This is an optimization exercise on Yosys and OpenROAD, whose aim is small area, not a production implementation. Where RTL was checked, it was by simulation tests only, not by an equivalence proof against the original. Power and IR drop assume default switching activity.

run M:
## commu
module commu
(
	input clk,
	input rst,
	input [3:0]key,
	input RxA,
	input RxB,
	output [5:0]dig,
	output [0:7]seg,
	output TxA,
	output TxB,
	output busy,
	output [3:0] led
);
Size: about 200 flip-flops, ~29 I/O pins, about 7800 sq um of cells after synthesis.
==> flow/config.mk <==
export PLATFORM = sky130hd
export DESIGN_NAME = commu
export DESIGN_NICKNAME = commu
export VERILOG_FILES = /design/flow/design.v
export SDC_FILE = /design/flow/constraint.sdc
export NUM_CORES = 4
export LEC_CHECK = 0
export CAP_MARGIN = 20
export CORE_MARGIN = 2
export CORE_UTILIZATION = 40
export PLACE_DENSITY = 0.6
export SLEW_MARGIN = 20
==> flow/constraint.sdc <==
create_clock -name core_clock -period 10.0 [get_ports {clk}]
set_input_delay 2.0000 -clock core_clock [delete_from_list [all_inputs] [get_ports {clk}]]
set_output_delay 2.0000 -clock core_clock [all_outputs]
set_load 0.01 [all_outputs]
standard.sh (not shown) runs the stock make flow with config.mk's settings and CLKGATE_MAP_FILE= SYNTH_SCRIPT=/design/flow/synth_recipe.tcl, a recipe that flattens the netlist after the stock synthesis.
==> flow/flow/run.sh <==
#!/bin/bash
# Standard ORFS layout with smaller port buffers and a clock tree without dummy loads.
set -euo pipefail
export BUFFER_PORTS_ARGS="-buffer_cell sky130_fd_sc_hd__buf_1"
export CTS_ARGS="-sink_clustering_enable -repair_clock_nets -sink_clustering_size 16 -sink_clustering_max_diameter 60 -buf_list sky130_fd_sc_hd__clkbuf_8 -dont_use_dummy_load"
bash standard.sh > standard_flow.log 2>&1
Input changes introduced in run G (baseline for comparison: run M):
--- a/flow/design.v
+++ b/flow/design.v
@@ -34,22 +34,23 @@
 wire r1_4 = r1[2] & r1[1] & ~r1[0];
 wire r2_4 = r2[1] & ~r2[0];
 wire r3_4 = r3[1] & ~r3[0];
 wire f0 = ph2 & r0_4;
 wire f1 = ph2 & r1_4;
 wire f2 = ph2 & r2_4;
 wire f3 = ph2 & r3_4;
-wire k1o_p = (ph1 | ph2) ? ~(~r1[0] & (r1[2] ^ r1[1])) : ~(r1[2] & ~r1[0]);
+wire k1o = ph1 ? ~(~r1[0] & (r1[2] ^ r1[1])) : ~(r1[2] & ~r1[0]);
 reg [2:0] cur;
 reg [3:0] dat0, dat1, dat2, dat3, dat4, dat5;
-reg txstate, send_rate, rec_rate;
+reg start, txstate, send_rate, rec_rate;
 function [3:0] inc_mask(input en, input [3:0] d);
 	inc_mask = {en & d[2] & d[1] & d[0], en & d[1] & d[0], en & d[0], en};
 endfunction
 always @(posedge clk) begin
+	start <= (cur == 3'd6) & ~k1o;	 
 	if (rst) begin
 		cur <= 0; txstate <= 0; send_rate <= 0; rec_rate <= 0;
 		dat0 <= 0; dat1 <= 0; dat2 <= 0; dat3 <= 0; dat4 <= 0; dat5 <= 0;
 	end else begin
 		if (f0) cur <= (cur == 3'd6) ? 3'd0 : cur + 1'b1;
 		dat0 <= dat0 ^ inc_mask(f1 & (cur == 3'd0), dat0);
 		dat1 <= dat1 ^ inc_mask(f1 & (cur == 3'd1), dat1);
@@ -58,16 +59,14 @@
 		dat4 <= dat4 ^ inc_mask(f1 & (cur == 3'd4), dat4);
 		dat5 <= dat5 ^ inc_mask(f1 & (cur == 3'd5), dat5);
 		if (f2) txstate <= ~txstate;
 		if (f3 & ~txstate) send_rate <= ~send_rate;
 		if (f3 & txstate) rec_rate <= ~rec_rate;
 	end
 end
-wire cur6_p = (ph3 & r0_4) ? (cur == 3'd0) : (cur == 3'd6);
-wire start = cur6_p & ~k1o_p;
 reg [8:0] dq;
 wire dq_j = ((dq & 9'hff) == 9'h62);
 wire dstep = dq_j;
 wire dq_fb = (^(dq & 9'h110)) ^ 1'b1 ^ dq_j;
 always @(posedge clk)
 	if (rst) dq <= 9'hf1;
 	else dq <= {~dq[7:0], dq_fb};
[summary]
Diff run G and run M: net count of the mapped netlist higher in run M. Critical path launch point: sk[2] -> run M, sk[1] -> run G. Compared to run M, run G has fraction of layout cells with a size suffix above 1 0.55 points lower. Re total global-route track usage: run G and run M aren't equal, and the lower value belongs to run M. Looking at area growth from synthesis to layout across run G and run M, the one that comes out lower is run G. First-pass GRT wire length on run G is down relative to run M. The higher synthesized cell count came out of run M. On number of multi-input combinational cells in the layout: run G sits below run M. Starting density of the core came out higher on run G than on run M. Run G against run M: combinational power roughly the same; flop and latch count out of synthesis higher; sequential cell count higher; via count lower; aggregate routed wire length lower.
No functional check of the RTL was part of run M.


commu, a different RTL version from the one above (not shown whole).
For scale: roughly 700 cells after synthesis, about 7800 µm² of cells after synthesis.
Settings: LEC_CHECK=0, CAP_MARGIN=20, CORE_MARGIN=2, CORE_UTILIZATION=40, PLACE_DENSITY=0.6, SLEW_MARGIN=20; clock period 10.0 ns.
Scripts as last shown in full above: flow/flow/run.sh
Edit:
--- a/flow/design.v
+++ b/flow/design.v
@@ -11,24 +11,27 @@
 	output TxB,
 	output busy,
 	output [3:0] led
 );
 reg [12:0] kq;
 wire kq_j = ((kq & 13'h1eee) == 13'h18c4);
 wire smp = kq_j;
 wire kq_fb = (^(kq & 13'h100d)) ^ 1'b0 ^ kq_j;
 always @(posedge clk)
 	if (rst) kq <= 13'h1962;
 	else kq <= {~kq[11:0], kq_fb};
-reg ph1, ph2, ph3;
-always @(posedge clk) begin ph1 <= smp; ph2 <= ph1; ph3 <= ph2; end
+reg [1:0] phc;
+always @(posedge clk) phc <= smp ? 2'd1 : (phc == 2'd0 ? 2'd0 : phc + 1'b1);
+wire ph1 = (phc == 2'd1);
+wire ph2 = (phc == 2'd2);
+wire ph3 = (phc == 2'd3);
 reg [2:0] r0, r1, r2, r3;
 always @(posedge clk)
 	if (rst) begin r0 <= 0; r1 <= 0; r2 <= 0; r3 <= 0; end
 	else if (smp) begin
 		r0 <= key[0] ? 3'b000 : {r0[2] | r0[1], r0[0], ~r0[2]};
 		r2 <= key[2] ? 3'b000 : {r2[2] | r2[1], r2[0], ~r2[2]};
 		r3 <= key[3] ? 3'b000 : {r3[2] | r3[1], r3[0], ~r3[2]};
 		r1 <= key[1] ? {1'b0, r1[2] & ~r1[0], 1'b0} : {r1[2] | (r1[1] & r1[0]), r1[0], ~r1[2]};
 	end
 wire r0_4 = r0[1] & ~r0[0];
 wire r1_4 = r1[2] & r1[1] & ~r1[0];
@@ -148,45 +151,45 @@
 	end
 reg [5:0] sk;
 reg [23:0] sbuf;
 reg sbuf_clk;
 wire ssel = send_rate ? clk_h : clk_l;
 wire sstep = ssel & ~sbuf_clk;
 wire s_idle = sk[5] & sk[4] & ~sk[3] & sk[2] & sk[1];	 
 wire s_load = sk[5] & sk[4] & sk[3];			 
 always @(posedge clk) begin
 	sbuf_clk <= ssel;	 
 	if (rst) sk <= 6'd55;
-	else if (sstep) sk <= s_idle ? (start ? 6'd63 : 6'd55) : sk + 1'b1;
+	else if (sstep & ~(s_idle & sk[0] & ~start)) sk <= (s_idle & start) ? 6'd63 : sk + 1'b1;	 
 	if (sstep & s_load) sbuf <= {dat5, dat4, dat3, dat2, dat1, dat0};
 end
 wire s_sym = sk[0] & ~(sk[5] & sk[4]);			 
 wire sbit = sbuf[sk[5:1]];
 assign TxA = s_sym & sbit;
 assign TxB = s_sym & ~sbit;
 assign busy = ~(sk[5] & sk[4] & sk[2] & sk[1] & sk[0]);	 
 reg [5:0] rk;
 reg [23:0] rbuf;
 reg rbuf_clk;
 wire rsel = rec_rate ? clk_h : clk_l;
 wire rstep = ~rsel & rbuf_clk;
 wire rbit = RxA & ~RxB;
-wire r_idle = rk[5] & rk[4] & rk[2] & rk[0];		 
-wire r_copy = rk[5] & rk[4] & rk[2] & ~rk[0];		 
-wire r_bit = rk[0] & ~(rk[5] & (rk[4] | (rk[3] & rk[2] & rk[1])));	 
+wire r_wait = rk[5] & rk[4];				 
+wire r_idle = r_wait & rk[2] & rk[1];			 
+wire r_copy = r_wait & rk[2] & rk[0];			 
+wire r_bit = ~rk[0] & ~r_wait;				 
 always @(posedge clk) begin
 	if (rst) rbuf_clk <= 0; else rbuf_clk <= rsel;
-	if (rst) begin rk <= 6'd53; rvalid <= 0; end
+	if (rst) begin rk <= 6'd54; rvalid <= 0; end
 	else if (rstep) begin
-		if (r_idle) begin if (RxA | RxB) rk <= 6'd0; end
-		else rk <= r_copy ? 6'd53 : rk + 1'b1;
+		if (~r_idle | RxA | RxB) rk <= r_idle ? 6'd1 : rk + 1'b1;
 		if (r_copy) rvalid <= 1;
 	end
 	if (rstep & (r_bit | (r_idle & (RxA | RxB)))) rbuf <= {rbit, rbuf[23:1]};
 	if (rstep & r_copy) rdat <= rbuf;
 end
 reg led1;
 always @(posedge clk) led1 <= ~rst & TxA;
 wire tx_chg = ph3 & r2_4;
 wire rt_chg = ph3 & r3_4;
 wire tx_old = txstate ^ tx_chg;
 assign led[0] = tx_old;
First-iteration DRC count is higher by 57%. Clock power barely changes. Synthesized area hardly moves. Total power fell by 0.59%. Synthesized cell count drops by 2.4%. Setup slack gains 230 ps. Via count drops by 0.61%. Fmax climbs by 5.2%. Wire length climbs by 0.35%. Flip-flop and latch count went down by 1. Clock-buffer cell count stays the same.
The RTL of the second run of this note was laid out without a check of its function.


The RTL this note starts from:
==> flow/design.v <==
module commu
(
	input clk,
	input rst,
	input [3:0]key,
	input RxA,
	input RxB,
	output [5:0]dig,
	output [0:7]seg,
	output TxA,
	output TxB,
	output busy,
	output [3:0] led
);
reg [12:0] kq;
wire kq_j = ((kq & 13'hfee) == 13'h9ae);
wire smp = kq_j;
wire kq_fb = (^(kq & 13'h1001)) ^ 1'b1 ^ kq_j;
always @(posedge clk)
	if (rst) kq <= 13'hdfd;
	else kq <= {~kq[11:0], kq_fb};
reg ph1, ph2, ph3;
always @(posedge clk) begin ph1 <= smp; ph2 <= ph1; ph3 <= ph2; end
reg [2:0] r0, r1, r2, r3;
always @(posedge clk)
	if (rst) begin r0 <= 0; r1 <= 0; r2 <= 0; r3 <= 0; end
	else if (smp) begin
		r0 <= key[0] ? 3'b000 : {r0[2] | r0[1], r0[0], ~r0[2]};
		r2 <= key[2] ? 3'b000 : {r2[2] | r2[1], r2[0], ~r2[2]};
		r3 <= key[3] ? 3'b000 : {r3[2] | r3[1], r3[0], ~r3[2]};
		r1 <= key[1] ? {1'b0, r1[2] & ~r1[0], 1'b0} : {r1[2] | (r1[1] & r1[0]), r1[0], ~r1[2]};
	end
wire r0_4 = r0[1] & ~r0[0];
wire r1_4 = r1[2] & r1[1] & ~r1[0];
wire r2_4 = r2[1] & ~r2[0];
wire r3_4 = r3[1] & ~r3[0];
wire f0 = ph2 & r0_4;
wire f1 = ph2 & r1_4;
wire f2 = ph2 & r2_4;
wire f3 = ph2 & r3_4;
wire k1o = ph1 ? ~(~r1[0] & (r1[2] ^ r1[1])) : ~(r1[2] & ~r1[0]);
reg [2:0] cur;
reg [3:0] dat0, dat1, dat2, dat3, dat4, dat5;
reg start, txstate, send_rate, rec_rate;
function [3:0] inc_mask(input en, input [3:0] d);
	inc_mask = {en & d[2] & d[1] & d[0], en & d[1] & d[0], en & d[0], en};
endfunction
always @(posedge clk) begin
	start <= (cur == 3'd6) & ~k1o;	 
	if (rst) begin
		cur <= 0; txstate <= 0; send_rate <= 0; rec_rate <= 0;
		dat0 <= 0; dat1 <= 0; dat2 <= 0; dat3 <= 0; dat4 <= 0; dat5 <= 0;
	end else begin
		if (f0) cur <= (cur == 3'd6) ? 3'd0 : cur + 1'b1;
		dat0 <= dat0 ^ inc_mask(f1 & (cur == 3'd0), dat0);
		dat1 <= dat1 ^ inc_mask(f1 & (cur == 3'd1), dat1);
		dat2 <= dat2 ^ inc_mask(f1 & (cur == 3'd2), dat2);
		dat3 <= dat3 ^ inc_mask(f1 & (cur == 3'd3), dat3);
		dat4 <= dat4 ^ inc_mask(f1 & (cur == 3'd4), dat4);
		dat5 <= dat5 ^ inc_mask(f1 & (cur == 3'd5), dat5);
		if (f2) txstate <= ~txstate;
		if (f3 & ~txstate) send_rate <= ~send_rate;
		if (f3 & txstate) rec_rate <= ~rec_rate;
	end
end
reg [8:0] dq;
wire dq_j = ((dq & 9'hff) == 9'h62);
wire dstep = dq_j;
wire dq_fb = (^(dq & 9'h110)) ^ 1'b1 ^ dq_j;
always @(posedge clk)
	if (rst) dq <= 9'hf1;
	else dq <= {~dq[7:0], dq_fb};
reg [2:0] dsel;
always @(posedge clk)
	if (rst) dsel <= 0;
	else if (dstep) dsel <= (dsel == 3'd5) ? 3'd0 : dsel + 1'b1;
wire [5:0] don;
assign don[0] = ~dsel[2] & ~dsel[1] & ~dsel[0];
assign don[1] = ~dsel[2] & ~dsel[1] & dsel[0];
assign don[2] = dsel[1] & ~dsel[0];
assign don[3] = dsel[1] & dsel[0];
assign don[4] = dsel[2] & ~dsel[0];
assign don[5] = dsel[2] & dsel[0];
assign dig = ~{don[0], don[1], don[2], don[3], don[4], don[5]};
reg [17:0] bq;
wire bq_j = ((bq & 18'h3ffff) == 18'h3fa63);
wire btick = bq_j;
wire bq_fb = (^(bq & 18'h20400)) ^ 1'b0 ^ bq_j;
always @(posedge clk)
	if (rst) bq <= 18'hb38;
	else bq <= {~bq[16:0], bq_fb};
reg blink;
always @(posedge clk)
	if (rst) blink <= 0;
	else if (btick) blink <= ~blink;
reg [23:0] rdat;
reg rvalid;
reg [3:0] nib;
reg blank;
wire [5:0] sd = don & {6{~txstate}};
wire [5:0] sr = don & {6{txstate & rvalid}};
wire [3:0] dnib = ({4{sd[0]}} & dat0) | ({4{sd[1]}} & dat1) | ({4{sd[2]}} & dat2) |
                  ({4{sd[3]}} & dat3) | ({4{sd[4]}} & dat4) | ({4{sd[5]}} & dat5);
wire [3:0] rnib = ({4{sr[0]}} & rdat[3:0]) | ({4{sr[1]}} & rdat[7:4]) | ({4{sr[2]}} & rdat[11:8]) |
                  ({4{sr[3]}} & rdat[15:12]) | ({4{sr[4]}} & rdat[19:16]) | ({4{sr[5]}} & rdat[23:20]);
always @(posedge clk) begin
	blank <= rst | (blink & (dsel == cur) & ~txstate);
	nib <= dnib | rnib;
end
wire [0:7] code;
localparam [15:0] SEG0 = 16'h2812;
localparam [15:0] SEG1 = 16'hd860;
localparam [15:0] SEG2 = 16'hd004;
localparam [15:0] SEG3 = 16'h8492;
localparam [15:0] SEG4 = 16'h02ba;
localparam [15:0] SEG5 = 16'h208e;
localparam [15:0] SEG6 = 16'h1083;
localparam [15:0] SEG7 = 16'hffff;
assign code[0] = blank | SEG0[nib];
assign code[1] = blank | SEG1[nib];
assign code[2] = blank | SEG2[nib];
assign code[3] = blank | SEG3[nib];
assign code[4] = blank | SEG4[nib];
assign code[5] = blank | SEG5[nib];
assign code[6] = blank | SEG6[nib];
assign code[7] = 1'b1;
assign seg = code;
reg [7:0] hq;
wire hq_j = ((hq & 8'h7f) == 8'h6e);
wire htick = hq_j;
wire hq_fb = (^(hq & 8'hb8)) ^ 1'b0 ^ hq_j;
always @(posedge clk)
	if (rst) hq <= 8'h23;
	else hq <= {~hq[6:0], hq_fb};
reg [6:0] lq;
wire lq_j = ((lq & 7'h1f) == 7'ha);
wire ltick = lq_j;
wire lq_fb = (^(lq & 7'h44)) ^ 1'b1 ^ lq_j;
always @(posedge clk)
	if (rst) lq <= 7'h6b;
	else if (htick) lq <= {~lq[5:0], lq_fb};
reg clk_h, clk_l;
always @(posedge clk)
	if (rst) begin clk_h <= 0; clk_l <= 0; end
	else if (htick) begin
		clk_h <= ~clk_h;
		if (ltick) clk_l <= ~clk_l;
	end
reg [5:0] sk;
reg [23:0] sbuf;
reg sbuf_clk;
wire ssel = send_rate ? clk_h : clk_l;
wire sstep = ssel & ~sbuf_clk;
wire s_idle = sk[5] & sk[4] & ~sk[3] & sk[2] & sk[1];	 
wire s_load = sk[5] & sk[4] & sk[3];			 
always @(posedge clk) begin
	sbuf_clk <= ssel;	 
	if (rst) sk <= 6'd55;
	else if (sstep & ~(s_idle & sk[0] & ~start)) sk <= (s_idle & start) ? 6'd63 : sk + 1'b1;	 
	if (sstep & s_load) sbuf <= {dat5, dat4, dat3, dat2, dat1, dat0};
end
wire s_sym = sk[0] & ~(sk[5] & sk[4]);			 
wire sbit = sbuf[sk[5:1]];
assign TxA = s_sym & sbit;
assign TxB = s_sym & ~sbit;
assign busy = ~(sk[5] & sk[4] & sk[2] & sk[1] & sk[0]);	 
reg [5:0] rk;
reg [23:0] rbuf;
reg rbuf_clk;
wire rsel = rec_rate ? clk_h : clk_l;
wire rstep = ~rsel & rbuf_clk;
wire rbit = RxA & ~RxB;
wire r_wait = rk[5] & rk[4];				 
wire r_idle = r_wait & rk[2] & rk[1];			 
wire r_copy = r_wait & rk[2] & rk[0];			 
wire r_bit = ~rk[0] & ~r_wait;				 
always @(posedge clk) begin
	if (rst) rbuf_clk <= 0; else rbuf_clk <= rsel;
	if (rst) begin rk <= 6'd54; rvalid <= 0; end
	else if (rstep) begin
		if (~r_idle | RxA | RxB) rk <= r_idle ? 6'd1 : rk + 1'b1;
		if (r_copy) rvalid <= 1;
	end
	if (rstep & (r_bit | (r_idle & (RxA | RxB)))) rbuf <= {rbit, rbuf[23:1]};
	if (rstep & r_copy) rdat <= rbuf;
end
reg led1;
always @(posedge clk) led1 <= ~rst & TxA;
wire tx_chg = ph3 & r2_4;
wire rt_chg = ph3 & r3_4;
wire tx_old = txstate ^ tx_chg;
assign led[0] = tx_old;
assign led[1] = led1;
assign led[2] = send_rate ^ (rt_chg & ~tx_old);
assign led[3] = rec_rate ^ (rt_chg & tx_old);
endmodule
export LEC_CHECK = 0
export CAP_MARGIN = 20
export CORE_MARGIN = 2
export CORE_UTILIZATION = 40
export PLACE_DENSITY = 0.6
export SLEW_MARGIN = 20
create_clock -name core_clock -period 10.0 [get_ports {clk}]
Scripts as last shown in full above: flow/flow/run.sh
Rerun with:
--- a/flow/design.v
+++ b/flow/design.v
@@ -157,5 +157,5 @@
 	sbuf_clk <= ssel;	 
 	if (rst) sk <= 6'd55;
-	else if (sstep & ~(s_idle & sk[0] & ~start)) sk <= (s_idle & start) ? 6'd63 : sk + 1'b1;	 
+	else if (sstep) sk <= s_idle ? (start ? 6'd63 : 6'd55) : sk + 1'b1;
 	if (sstep & s_load) sbuf <= {dat5, dat4, dat3, dat2, dat1, dat0};
 end
@@ -171,13 +171,13 @@
 wire rstep = ~rsel & rbuf_clk;
 wire rbit = RxA & ~RxB;
-wire r_wait = rk[5] & rk[4];				 
-wire r_idle = r_wait & rk[2] & rk[1];			 
-wire r_copy = r_wait & rk[2] & rk[0];			 
-wire r_bit = ~rk[0] & ~r_wait;				 
+wire r_idle = rk[5] & rk[4] & rk[2] & rk[0];		 
+wire r_copy = rk[5] & rk[4] & rk[2] & ~rk[0];		 
+wire r_bit = rk[0] & ~(rk[5] & (rk[4] | (rk[3] & rk[2] & rk[1])));	 
 always @(posedge clk) begin
 	if (rst) rbuf_clk <= 0; else rbuf_clk <= rsel;
-	if (rst) begin rk <= 6'd54; rvalid <= 0; end
+	if (rst) begin rk <= 6'd53; rvalid <= 0; end
 	else if (rstep) begin
-		if (~r_idle | RxA | RxB) rk <= r_idle ? 6'd1 : rk + 1'b1;
+		if (r_idle) begin if (RxA | RxB) rk <= 6'd0; end
+		else rk <= r_copy ? 6'd53 : rk + 1'b1;
 		if (r_copy) rvalid <= 1;
 	end
Result: Register-to-register slack is worse by 0.17 ns. Cell area grows by 0.77%. Global-route usage grows by 0.40 points. Non-clock buffer count shrinks by 2. Via count grows by 1.4%.
No run of this note included a check of the RTL's function; only the layout flow was run.

## afterwards: timing with drivers on the ports
The results above use ideal ports. As a check the final layouts listed here were re-extracted and re-timed, cells and wires unchanged. Step 1: set_driving_cell puts a clkbuf_16 on clk and a buf_2 on each other input, an assumption about the parent block. Step 2 adds t to the input delays and takes it off the output delays; t is the mean of the earliest and latest rising clock arrival at the registers after step 1. Input paths then give back, and output paths get back, about the clock's delay inside the block. Three values: ideal ports, drivers, drivers and shift; two values: the first two.
| run | t (ns) | slack for setup (ns) | worst setup path at the end |
|---|---|---|---|
| run M | 0.484 | 5.553 / 5.514 / 5.998 | register to output |
| run G | 0.485 | 5.512 / 5.474 / 5.960 | register to output |
| the first run of note 2 | 0.496 | 5.315 / 5.277 / 5.773 | register to output |
| the second run of note 2 | 0.481 | 5.544 / 5.506 / 5.986 | register to output |
| the first run of note 3 | 0.494 | 5.533 / 5.493 / 5.987 | register to output |
| the second run of note 3 | 0.480 | 5.568 / 5.530 / 6.010 | register to output |
After both steps setup and hold are still met in every run listed.
